Background: an optimization exercise with open tools, aiming at small area. Do not read the settings as production practice.
The RTL was checked by simulation tests, not by an equivalence proof against the original design.
No activity file was given, so power comes from the tool's default toggle rates.

job 676:
==> flow/design.v <==
module topROM #(parameter FPGAFREQ = 2_000)(
    input logic CLK,
    input logic nRST,
    input logic nPBTON,
    output logic HS,
    output logic VS,
    output logic [11:0] RGB
);
    logic [10:0] c;
    logic [9:0] v;
    logic [9:0] p;
    logic cwrap, vwrap;
    assign p = c[10:1];
    assign cwrap = c[10] & c[9] & c[6] & c[0];    
    assign vwrap = v[9] & v[3] & v[2] & v[0];     
    always_ff @(posedge CLK) begin
        if (!nRST)
            c <= 11'd1601;
        else if (cwrap)
            c <= 11'd0;
        else
            c <= c + 11'd1;
    end
    always_ff @(posedge CLK) begin
        if (!nRST)
            v <= 10'd525;
        else if (cwrap)
            v <= vwrap ? 10'd0 : v + 10'd1;
    end
    logic btn;       
    logic inc;       
    always_ff @(posedge CLK)
        btn <= ~nPBTON;
    generate
        if (FPGAFREQ == 2000) begin : g_lfsr
            logic [10:0] s;
            logic det;
            assign det = (s[9:0] == 10'b1111111100);
            always_ff @(posedge CLK) begin
                if (!nRST)
                    s <= 11'd40;
                else
                    s <= {s[9:0], s[10] ^ s[1] ^ det};
            end
            assign inc = det & btn;
        end else begin : g_cnt
            localparam int HALF = FPGAFREQ / 2;
            localparam int PER = (HALF > 0) ? 2 * HALF : 2;
            logic [$clog2(PER+1)-1:0] k;
            logic pend;
            logic tick;
            assign tick = (k == PER'(HALF - 1));
            always_ff @(posedge CLK) begin
                if (!nRST) begin
                    k <= '0;
                    pend <= 1'b0;
                end else begin
                    k <= (k == PER - 1) ? '0 : k + 1'b1;
                    if (tick)
                        pend <= ~nPBTON;
                    else if (c[0])
                        pend <= 1'b0;
                end
            end
            assign inc = pend & c[0] & ~tick;
        end
    endgenerate
    logic [3:0] d0, d1, d2;
    logic w0, w1, w2;
    assign w0 = d0[3] & d0[0];
    assign w1 = d1[3] & d1[0];
    assign w2 = d2[3] & d2[0];
    always_ff @(posedge CLK) begin
        if (!nRST) begin
            d0 <= 4'd0;
            d1 <= 4'd0;
            d2 <= 4'd0;
        end else if (inc) begin
            d0 <= w0 ? 4'd0 : d0 + 4'd1;
            if (w0) begin
                d1 <= w1 ? 4'd0 : d1 + 4'd1;
                if (w1)
                    d2 <= w2 ? 4'd0 : d2 + 4'd1;
            end
        end
    end
    function automatic logic inr(input logic [9:0] x, input int lo, input int hi);
        logic ge, le;
        logic [9:0] kl, kh;
        kl = 10'(lo);
        kh = 10'(hi);
        ge = 1'b1;
        le = 1'b1;
        for (int i = 0; i < 10; i++) begin
            ge = kl[i] ? (x[i] & ge) : (x[i] | ge);
            le = kh[i] ? (~x[i] | le) : (~x[i] & le);
        end
        inr = ge & le;
    endfunction
    function automatic logic inr5(input logic [4:0] x, input int lo, input int hi);
        logic ge, le;
        logic [4:0] kl, kh;
        kl = 5'(lo);
        kh = 5'(hi);
        ge = 1'b1;
        le = 1'b1;
        for (int i = 0; i < 5; i++) begin
            ge = kl[i] ? (x[i] & ge) : (x[i] | ge);
            le = kh[i] ? (~x[i] | le) : (~x[i] & le);
        end
        inr5 = ge & le;
    endfunction
    logic [4:0] k, a;
    logic i1;            
    always_comb begin
        i1 = 1'b0;
        if (p < 10'd48)
            k = 5'd10;               
        else if (p < 10'd86)
            k = 5'd9;                
        else if (p < 10'd128) begin
            k = 5'd0;                
            i1 = 1'b1;
        end else if (p < 10'd164)
            k = 5'd25;               
        else if (p < 10'd256) begin
            k = 5'd16;               
            i1 = 1'b1;
        end else if (p < 10'd384)
            k = 5'd12;               
        else if (p < 10'd424)
            k = 5'd29;               
        else if (p < 10'd464) begin
            k = 5'd20;               
            i1 = 1'b1;
        end else if (p < 10'd504)
            k = 5'd13;               
        else if (p < 10'd544) begin
            k = 5'd4;                
            i1 = 1'b1;
        end else if (p < 10'd592)
            k = 5'd6;                
        else
            k = 5'd24;               
        a = p[4:0] - k;
    end
    logic [3:0] dg;
    logic sa, sb, sc, sd, se, sf, sg;
    logic xf, xl, xr, b7;
    logic ya, yg, yd, yu, yl;
    logic paint7;
    always_comb begin
        if (p < 10'd48)
            dg = d0;
        else if (p < 10'd96)
            dg = d1;
        else
            dg = d2;
    end
    assign sa = dg[3] | dg[1] | (dg[2] ~^ dg[0]);
    assign sb = ~dg[2] | (dg[1] ~^ dg[0]);
    assign sc = dg[2] | ~dg[1] | dg[0];
    assign sd = (~dg[2] & ~dg[0]) | (dg[1] & ~dg[0]) | (~dg[2] & dg[1]) | (dg[2] & ~dg[1] & dg[0]);
    assign se = ~dg[0] & (~dg[2] | dg[1]);
    assign sf = dg[3] | (~dg[1] & ~dg[0]) | (dg[2] & ~dg[1]) | (dg[2] & ~dg[0]);
    assign sg = dg[3] | (dg[2] ^ dg[1]) | (dg[1] & ~dg[0]);
    assign b7 = inr(p, 9, 41) | inr(p, 549, 581) | inr(p, 599, 631);
    assign xf = (b7 & (a != 5'd31)) | inr(p, 50, 80);
    assign xl = (b7 & (a <= 5'd5)) | inr(p, 50, 55);
    assign xr = (b7 & inr5(a, 25, 30)) | inr(p, 75, 80);
    assign ya = inr(v, 5, 10);
    assign yg = inr(v, 23, 27);
    assign yd = inr(v, 40, 45);
    assign yu = inr(v, 5, 27);
    assign yl = inr(v, 23, 45);
    assign paint7 = (xf & ((sa & ya) | (sg & yg) | (sd & yd))) |
                    (xr & ((sb & yu) | (sc & yl))) |
                    (xl & ((sf & yu) | (se & yl)));
    logic band, yok, y10;
    logic j0, j1, j3;
    logic [4:0] ky, b;
    logic cellcol, vbarcol, hrow, vrow, cellrow, dg1, dg2, s34;
    assign band = inr(p, 56, 111) | inr(p, 136, 191) | inr(p, 400, 455) | inr(p, 480, 535);
    assign y10 = p < 10'd128;                    
    assign yok = v < 10'd96;
    always_comb begin
        j0 = 1'b0;
        j1 = 1'b0;
        j3 = 1'b0;
        if (y10 ? (v < 10'd32) : (v < 10'd28)) begin
            ky = y10 ? 5'd14 : 5'd9;         
            j0 = 1'b1;
        end else if (y10 ? (v < 10'd52) : (v < 10'd47)) begin
            ky = y10 ? 5'd1 : 5'd28;         
            j1 = 1'b1;
        end else if (y10 ? (v < 10'd68) : (v < 10'd64))
            ky = y10 ? 5'd20 : 5'd15;        
        else begin
            ky = y10 ? 5'd7 : 5'd2;          
            j3 = 1'b1;
        end
        b = v[4:0] - ky;
    end
    logic [4:0] u;
    logic [2:0] m;
    logic [3:0] t;
    assign cellcol = (a >= 5'd23) | (a <= 5'd10);
    assign vbarcol = inr5(a, 11, 13) | inr5(a, 20, 22);
    assign hrow = (j0 & (b >= 5'd29)) | ((j1 | j3) & inr5(b, 16, 18));
    assign vrow = ~b[4];
    assign cellrow = ~b[4] & (b[3:0] != 4'd0);
    assign u = a[4] ? 5'd0 - a : a;
    assign m = b[2:0] ^ {3{~b[3]}};
    assign t = u[3:0] - {1'b0, m};
    assign dg1 = ((t == 4'd15) | (t <= 4'd2)) & cellcol &
                 ~(inr5(a, 23, 26) & ((b[3:0] <= 4'd3) | (b[3:0] == 4'd15))) &
                 ~(~i1 & j1 & (b[3:0] == 4'd15));
    assign dg2 = 1'b0;
    assign s34 = band & yok & ((cellcol & hrow) | (vbarcol & vrow) | (cellrow & (dg1 | dg2)));
    logic img;
    logic [4:0] ix;
    assign ix = a;
    assign img = inr(p, 300, 331) & (
            (((v == 10'd12)) & (inr5(ix, 12, 19))) |
            (((v == 10'd13) | (v == 10'd23)) & (inr5(ix, 9, 22))) |
            (((v == 10'd14)) & (inr5(ix, 8, 23))) |
            (((v == 10'd15) | (v == 10'd25)) & (inr5(ix, 8, 21))) |
            (((v == 10'd16) | (v == 10'd26) | (v == 10'd54) | (v == 10'd104)) & (inr5(ix, 10, 19))) |
            (((v == 10'd17)) & (inr5(ix, 12, 19) | inr5(ix, 21, 29))) |
            (((v == 10'd18)) & (inr5(ix, 9, 29))) |
            (((v == 10'd19)) & (inr5(ix, 9, 18) | inr5(ix, 20, 23))) |
            (((v == 10'd20) | (v == 10'd21) | (v == 10'd30) | (v == 10'd31) | (v == 10'd32) | (v == 10'd33)) & (inr5(ix, 9, 12) | inr5(ix, 15, 18))) |
            (((v == 10'd22)) & (inr5(ix, 9, 19))) |
            (((v == 10'd24)) & (inr5(ix, 6, 23))) |
            (((v == 10'd27)) & (inr5(ix, 1, 9) | inr5(ix, 12, 19))) |
            (((v == 10'd28)) & (inr5(ix, 1, 19))) |
            (((v == 10'd29)) & (inr5(ix, 5, 7) | inr5(ix, 9, 18))) |
            (((v == 10'd34)) & (inr5(ix, 6, 11) | inr5(ix, 14, 20))) |
            (((v == 10'd53) | (v == 10'd55) | (v == 10'd103) | (v == 10'd105)) & (inr5(ix, 11, 18))));
    logic vis, red, yel, blue, bg;
    assign vis = (p < 10'd640) && (v < 10'd480);
    assign red = paint7 & (p < 10'd48);
    assign yel = paint7 & (p >= 10'd512) & (p < 10'd592);
    assign blue = s34 | (paint7 & ~(p < 10'd48) & ~((p >= 10'd512) & (p < 10'd592)));
    assign bg = ~(red | yel | blue | img);
    assign RGB[11] = vis & (red | yel | img);
    assign RGB[10] = vis & (red | yel);
    assign RGB[9]  = vis & (red | yel | img);
    assign RGB[8]  = vis & (red | yel | img);
    assign RGB[7]  = vis & yel;
    assign RGB[6]  = vis & (yel | img);
    assign RGB[5]  = vis & (yel | bg);
    assign RGB[4]  = vis & yel;
    assign RGB[3]  = vis & (blue | img);
    assign RGB[2]  = vis & blue;
    assign RGB[1]  = vis & (blue | img);
    assign RGB[0]  = vis & blue;
    assign HS = ~((p >= 10'd655) && (p <= 10'd750));
    assign VS = ~((v >= 10'd489) && (v <= 10'd490));
endmodule
Settings: LEC_CHECK=0, CAP_MARGIN=20, CORE_MARGIN=2, CORE_UTILIZATION=40, SLEW_MARGIN=20; clock period 20.0 ns.
standard.sh (not shown) runs the stock make flow with config.mk's settings and CLKGATE_MAP_FILE= SYNTH_SCRIPT=/design/flow/synth_recipe.tcl, a recipe that flattens the netlist after the stock synthesis.
==> flow/flow/run.sh <==
#!/bin/bash
# Standard ORFS layout, with the combinational logic of the standard
# synthesis re-mapped by ABC for area. Registers (names, count, cell types)
# are left exactly as the standard synthesis made them.
set -euo pipefail
W=$(pwd)
F=$W/flow
LIB=$FLOW_HOME/platforms/$FLOW_PLATFORM/lib/sky130_fd_sc_hd__tt_025C_1v80.lib
R=$W/orfs/results/$FLOW_PLATFORM/topROM/base
YOSYS=$(command -v yosys || echo $FLOW_HOME/../tools/install/yosys/bin/yosys)

# 1. the standard synthesis, unchanged
bash standard.sh synth > $W/log_std_synth.txt 2>&1

# 2. re-map the combinational cells: each library cell is replaced by its
#    logic function, then ABC maps the logic again with an area script.
#    Runs with different seeds, four at a time: eight start from the standard
#    netlist, then four rounds of four start from the smallest netlist so
#    far. The smallest netlist is kept.
python3 $F/gen_combmap.py $LIB $W/comb_map.v > $W/log_combmap.txt 2>&1
cp $R/1_2_yosys.v $W/std_1_2_yosys.v

remap() {  # remap SEED INPUT
  sed "s/SEED/$1/" $F/remap.abc > $W/remap_$1.abc
  $YOSYS -l $W/log_remap_$1.txt -p "read_liberty -lib $LIB; read_verilog $2; hierarchy -top $FLOW_TOP; techmap -map $W/comb_map.v; techmap; opt -purge; abc -liberty $LIB $(cat $F/dontuse.txt) -script $W/remap_$1.abc; opt_clean -purge; hilomap -singleton -hicell sky130_fd_sc_hd__conb_1 HI -locell sky130_fd_sc_hd__conb_1 LO; insbuf -buf sky130_fd_sc_hd__buf_4 A X; check -assert -mapped; tee -o $W/remap_stat_$1.txt stat -liberty $LIB; write_verilog -noattr -nohex -nodec $W/remap_$1.v" > /dev/null 2>&1 || true
}
smallest() {  # smallest SEEDS...
  for s in "$@"; do
    if [ -s $W/remap_$s.v ] && [ -s $W/remap_stat_$s.txt ]; then
      echo "$(grep 'Chip area' $W/remap_stat_$s.txt | awk '{print $NF}') $s"
    fi
  done | sort -g | awk 'NR==1{print $2}'
}

for batch in "1 2 3 4" "5 6 7 8"; do
  for s in $batch; do remap $s $W/std_1_2_yosys.v & done
  wait
done
best=$(smallest $(seq 1 8))
echo "round 1: $best" > $W/log_remap_best.txt
for round in 2 3 4 5; do
  start=$best
  for i in 1 2 3 4; do remap $((round * 10 + i)) $W/remap_$start.v & done
  wait
  best=$(smallest $start $((round * 10 + 1)) $((round * 10 + 2)) $((round * 10 + 3)) $((round * 10 + 4)))
  echo "round $round: $best" >> $W/log_remap_best.txt
done
cp $W/remap_$best.v $R/1_2_yosys.v
rm -f $R/1_synth.odb

# 3. the rest of the standard layout from the re-mapped netlist, with the
#    smallest buffer on each port and no dummy loads in the clock tree
export BUFFER_PORTS_ARGS="-buffer_cell sky130_fd_sc_hd__buf_1"
export CTS_ARGS="-sink_clustering_enable -repair_clock_nets -dont_use_dummy_load -buf_list {sky130_fd_sc_hd__clkbuf_4 sky130_fd_sc_hd__clkbuf_8}"
bash standard.sh finish > $W/log_std_finish.txt 2>&1
Other scripts of this flow, unchanged in this note and not shown: flow/flow/dontuse.txt, flow/flow/gen_combmap.py, flow/flow/remap.abc
[inputs] job 6151 vs job 676
-- flow/flow/run.sh --
<<< job 676, line 17
#    Runs with different seeds, four at a time: eight start from the standard
#    netlist, then four rounds of four start from the smallest netlist so
#    far. The smallest netlist is kept.
>>> job 6151, line 17
#    Runs with different seeds, four at a time; the first twelve start from
#    the standard netlist, the last four from the smallest of those. The
#    smallest netlist is kept.
<<< job 676, line 35
for batch in "1 2 3 4" "5 6 7 8"; do
>>> job 6151, line 35
for batch in "1 2 3 4" "5 6 7 8" "9 10 11 12"; do
<<< job 676, line 39
best=$(smallest $(seq 1 8))
echo "round 1: $best" > $W/log_remap_best.txt
for round in 2 3 4 5; do
  start=$best
  for i in 1 2 3 4; do remap $((round * 10 + i)) $W/remap_$start.v & done
  wait
  best=$(smallest $start $((round * 10 + 1)) $((round * 10 + 2)) $((round * 10 + 3)) $((round * 10 + 4)))
  echo "round $round: $best" >> $W/log_remap_best.txt
done
>>> job 6151, line 39
b1=$(smallest $(seq 1 12))
for s in 13 14 15 16; do remap $s $W/remap_$b1.v & done
wait
best=$(smallest $(seq 1 16))
echo "best of first twelve $b1, best $best" > $W/log_remap_best.txt
==> results.txt <==
Comparing job 676 and job 6151, the higher clock group share of total power is on job 676. Comparing overall routing resource usage for job 676 and job 6151, the bigger number came from job 676. Job 6151 does better than job 676 on die area. [job 6151] power share of the combinational group rose 4.6 points relative to job 676. Summary of job 6151 over job 676: cell area power density grew by about 13%; largest clock skew in the final design shrank by 7.4 ps; core area shrank by 0.52%; number of cells produced by synthesis shrank by 10.
diff inputs: job 6151 => job 6163
-- flow/flow/run.sh --
<<< job 6151, line 17
#    Runs with different seeds, four at a time; the first twelve start from
#    the standard netlist, the last four from the smallest of those. The
#    smallest netlist is kept.
>>> job 6163, line 17
#    Runs with different seeds, four at a time: sixteen start from the
#    standard netlist, then four rounds of four start from the smallest
#    netlist so far, half of them with another pre-optimisation script
#    (remap2.abc). The smallest netlist is kept.
<<< job 6151, line 23
remap() {  # remap SEED INPUT
  sed "s/SEED/$1/" $F/remap.abc > $W/remap_$1.abc
>>> job 6163, line 24
remap() {  # remap SEED INPUT [SCRIPT]
  sed "s/SEED/$1/" $F/${3:-remap.abc} > $W/remap_$1.abc
<<< job 6151, line 35
for batch in "1 2 3 4" "5 6 7 8" "9 10 11 12"; do
>>> job 6163, line 36
for batch in "1 2 3 4" "5 6 7 8" "9 10 11 12" "13 14 15 16"; do
<<< job 6151, line 39
b1=$(smallest $(seq 1 12))
for s in 13 14 15 16; do remap $s $W/remap_$b1.v & done
wait
>>> job 6163, line 40
<<< job 6151, line 43
echo "best of first twelve $b1, best $best" > $W/log_remap_best.txt
>>> job 6163, line 41
echo "round 1: $best" > $W/log_remap_best.txt
for round in 2 3 4 5; do
  start=$best
  remap $((round * 10 + 1)) $W/remap_$start.v &
  remap $((round * 10 + 2)) $W/remap_$start.v remap2.abc &
  remap $((round * 10 + 3)) $W/remap_$start.v &
  remap $((round * 10 + 4)) $W/remap_$start.v remap2.abc &
  wait
  best=$(smallest $start $((round * 10 + 1)) $((round * 10 + 2)) $((round * 10 + 3)) $((round * 10 + 4)))
  echo "round $round: $best" >> $W/log_remap_best.txt
done
==> flow/flow/remap2.abc (new file) <==
strash
&get -n
&synch2
&dc2
&put
&get -n
&deepsyn -T 40 -S SEED
&put
dch -f
amap
topo
Findings:
Reported for job 6151 and job 6163, critical path depth turned out identical to the last digit.
Job 6163 vs. job 6151: sequential share of layout area shrank by 0.21 points; die outline area shows an increase of 0.81%; top achievable clock speed picked up an extra 1.1 MHz.

-- what the ideal ports hide --
The results above use ideal ports. As a check the final layouts listed here were re-extracted and re-timed, cells and wires unchanged. Step 1, drivers: a clkbuf_16 drives CLK and a buf_2 each remaining input, both assumed. Step 2 also shifts input and output timing later by t, the mid clock arrival at the registers, as if the neighbouring blocks saw the same clock. Three values: ideal, step 1, step 2; two values: the first two.
| run | shift t [ns] | setup WS [ns] | hold WS [ns] | slew at the worst register clock pin (ns) | pins driven straight from the clock port |
|---|---|---|---|---|---|
| job 676 | 0.312 | 9.739 / 9.711 / 10.024 | 0.407 / 0.407 / 0.407 | 0.10 / 0.10 | 1 |
| job 6151 | 0.326 | 9.736 / 9.702 / 10.028 | 0.413 / 0.413 / 0.413 | 0.09 / 0.09 | 1 |
| job 6163 | 0.323 | 9.847 / 9.819 / 10.142 | 0.403 / 0.403 / 0.403 | 0.09 / 0.09 | 1 |
After both steps setup and hold are still met in every run listed.
